Context: an optimization exercise on an open-source flow, tuned for a short achievable clock period and few clock cycles. The choices shown serve that exercise and are no tape-out recipe. RTL that was checked went through simulation tests only; none was proved equivalent to the original. The flow treats the clock pin as an ideal source. Dropping or thinning the clock tree relies on that and would not hold on a real chip. Power is estimated from default activity; no workload was simulated.

## RISC_16_top
module RISC_16_top(
    input clk,
    input rst,
    output [5:0] instruction_addr,
    input [16:0] instruction,
    output [7:0] mem_addr,
    output [7:0] mem_wdata,
    output mem_we,
    input [7:0] mem_rdata,
    output halted,
    output [7:0] r4_out,   
    output [7:0] r8_out    
);
For scale: about 2200 cells after synthesis, ~490 flip-flops, roughly 67 I/O pins, ~0.025 mm2 of cells after synthesis.
export LEC_CHECK = 0
export ABC_CLOCK_PERIOD_IN_PS = 2000
export CAP_MARGIN = 20
export CORE_MARGIN = 2
export CORE_UTILIZATION = 60
export PLACE_DENSITY = 0.75
export SLEW_MARGIN = 20
create_clock -name core_clock -period 10.0 [get_ports {clk}]
standard.sh (not shown) runs the stock make flow with config.mk's settings and CLKGATE_MAP_FILE= SYNTH_SCRIPT=/design/flow/synth_recipe.tcl, a recipe that flattens the netlist after the stock synthesis.
==> flow/flow/run.sh <==
#!/bin/bash
# Layout: the standard flow (standard.sh), with the standard synthesis
# unchanged, except:
#  - ports are buffered with buf_4 cells instead of the default delay
#    buffer, and the resizer may change a cell's footprint;
#  - timing repair aims for extra setup margin;
#  - the clock tree is built by flow/cts.tcl instead of TritonCTS: the clock
#    port drives one root buffer per column of flip-flop groups, each root
#    drives the leaf buffers of its column, each leaf drives one group
#    (balanced, about 22 flip-flops); then the same repair as ORFS's CTS.
set -euo pipefail
KNOBS=(MATCH_CELL_FOOTPRINT=0 "BUFFER_PORTS_ARGS=-buffer_cell sky130_fd_sc_hd__buf_4" SETUP_SLACK_MARGIN=7.5)
bash standard.sh synth > synth.log 2>&1
bash standard.sh "${KNOBS[@]}" place > place.log 2>&1
RES=orfs/results/sky130hd/RISC_16_top/base
RES=$RES OUT_DIR=$RES MARGIN=7.5 PER_LEAF=22 \
    openroad -no_init -exit flow/cts.tcl > cts.log 2>&1
bash standard.sh "${KNOBS[@]}" finish > layout.log 2>&1
Other scripts of this flow, unchanged in this note and not shown: flow/flow/cts.tcl
The baseline ran to the end with no violations.
Testbench counts at the start, summed over its fixed seeds: cycles 50,308.
Next try:
--- a/flow/design.v
+++ b/flow/design.v
@@ -416,26 +416,26 @@
     wire p_alu = e_v & e_alu;                  
     wire l2_live = l2_v & ~(p_alu & (e_fd == l2_d));
     wire [7:0] rd_a = (p_alu & (e_fd == d1_a)) ? res :
                       (l2_live & (l2_d == d1_a)) ? mem_rdata : R[d1_a];
     wire [7:0] rd_b = (p_alu & (e_fd == d1_b)) ? res :
                       (l2_live & (l2_d == d1_b)) ? mem_rdata : R[d1_b];
     wire ex_ld = e_v & e_ld;                   
     wire l1_live = l1_v & ~(p_alu & (e_fd == l1_d));    
     wire h1a = ex_ld & d1_ua & (d1_a == e_fa);
     wire h1b = ex_ld & d1_ub & (d1_b == e_fa);
     wire h2a = l1_live & d1_ua & (d1_a == l1_d);
     wire h2b = l1_live & d1_ub & (d1_b == l1_d);
-    wire [1:0] d1_cnt = ((h1a & ~d1_st) | h1b) ? 2'd2 :
-                        (h1a | (h2a & ~d1_st) | h2b | (d1_halt & ex_ld)) ? 2'd1 : 2'd0;
+    wire [1:0] d1_cnt = ((h1a | h1b) & ~d1_mem) ? 2'd2 :
+                        ((h1a | h1b) | ((h2a | h2b) & ~d1_mem) | (d1_halt & ex_ld)) ? 2'd1 : 2'd0;
     wire [5:0] d1_bt = d1_pc + ((d1_d == 4'd0) ? 6'd1 : {2'b00, d1_d});
     wire [5:0] d1_rt = d1_pt ? d1_pc + 6'd1 : d1_bt;
     wire d1_jump = d1_v & d1_jmp & ~flush;
     wire d1_fix  = d1_v & d1_pt & ~d1_br & ~d1_jmp & ~flush;
     wire redir1  = d1_jump | d1_fix;
     wire d1_free = ~d1_v | ex_free | d1_jump;
     wire [16:0] s_w  = sk_v ? sk_w  : instruction;
     wire [5:0]  s_pc = sk_v ? sk_pc : d_pc;
     wire        s_pt = sk_v ? sk_pt : d_pt;
     wire        s_v  = sk_v | d_v;
     wire [4:0] i_op = s_w[16:12];
     wire [3:0] i_a  = s_w[11:8];
@@ -583,25 +583,25 @@
             if (halt_now) halted_r <= 1'b1;
             if (halt_now) frz <= 1'b1;
             l1_v <= go & e_ld;
             l2_v <= l1_v & ~(go & e_alu & (e_fd == l1_d));
         end
     end
     always @(posedge clk) begin
         l1_d <= e_fa;
         l2_d <= l1_d;
     end
     always @(posedge clk) begin
         mwe <= go & e_st;
-        ma  <= fast_add(op_b, {4'b0000, e_fd}, 1'b0);
+        ma  <= fast_add(b_m, {4'b0000, e_fd}, 1'b0);
         mwd <= a_m;
     end
     always @(posedge clk or posedge rst) begin
         if (rst) begin
             bt_v <= 16'd0;
             bt_t <= 16'd0;
             js_v <= 1'b0;
         end else begin
             if (br_go) begin
                 bt_v[e_pc[3:0]] <= 1'b1;
                 bt_t[e_pc[3:0]] <= br_cond;
             end
The changed run completed without violations. Total power shrinks by about 7.4%. Final area shrinks by about 2.4%. Register-to-register slack gets worse by 90 ps. Setup slack gets worse by 200 ps. Global-route usage falls by 1.4 points. Sequential power came out lower by about 2%. Synthesized area stays flat. Die area is about the same. Sequential share of layout area went up by 0.87 points. Sequential cell count is higher by 1.
Only the layout flow was run in the second run of this note; the RTL was not checked for function there. In every run of this note, the design's own scripts or RTL, not TritonCTS, make the clock network.

==> static timing again, ports no longer ideal <==
Ports are ideal in the flow. The routed layouts listed here were re-timed in OpenROAD. Step 1 sets driving cells, clkbuf_16 on the clock port and buf_2 on the other inputs (assumed; they add their load-dependent delay and slew). Step 2 moves the port delays by t, midway between the first and last clock arrival at a register: inputs arrive t later, outputs are due t later. That takes back most of the time a late clock gives input paths. Three values: no drivers, after step 1, after step 2; two values: the first two.
| run | t (ns) | setup WS [ns] | worst setup path after step 2 | slew at the worst register clock pin (ns) | worst slew at a driven data input, ns |
|---|---|---|---|---|---|
| the first run | 0.456 | 7.047 / 6.939 / 6.798 | input to register | 0.11 / 0.11 | 0.24 |
| the second run | 0.452 | 6.844 / 6.824 / 6.372 | input to register | 0.10 / 0.10 | 0.24 |
After both steps every run listed still meets setup and hold. For the second run, which loses most, drivers alone change the setup slack by -0.020 ns; drivers and shift together by -0.472 ns.
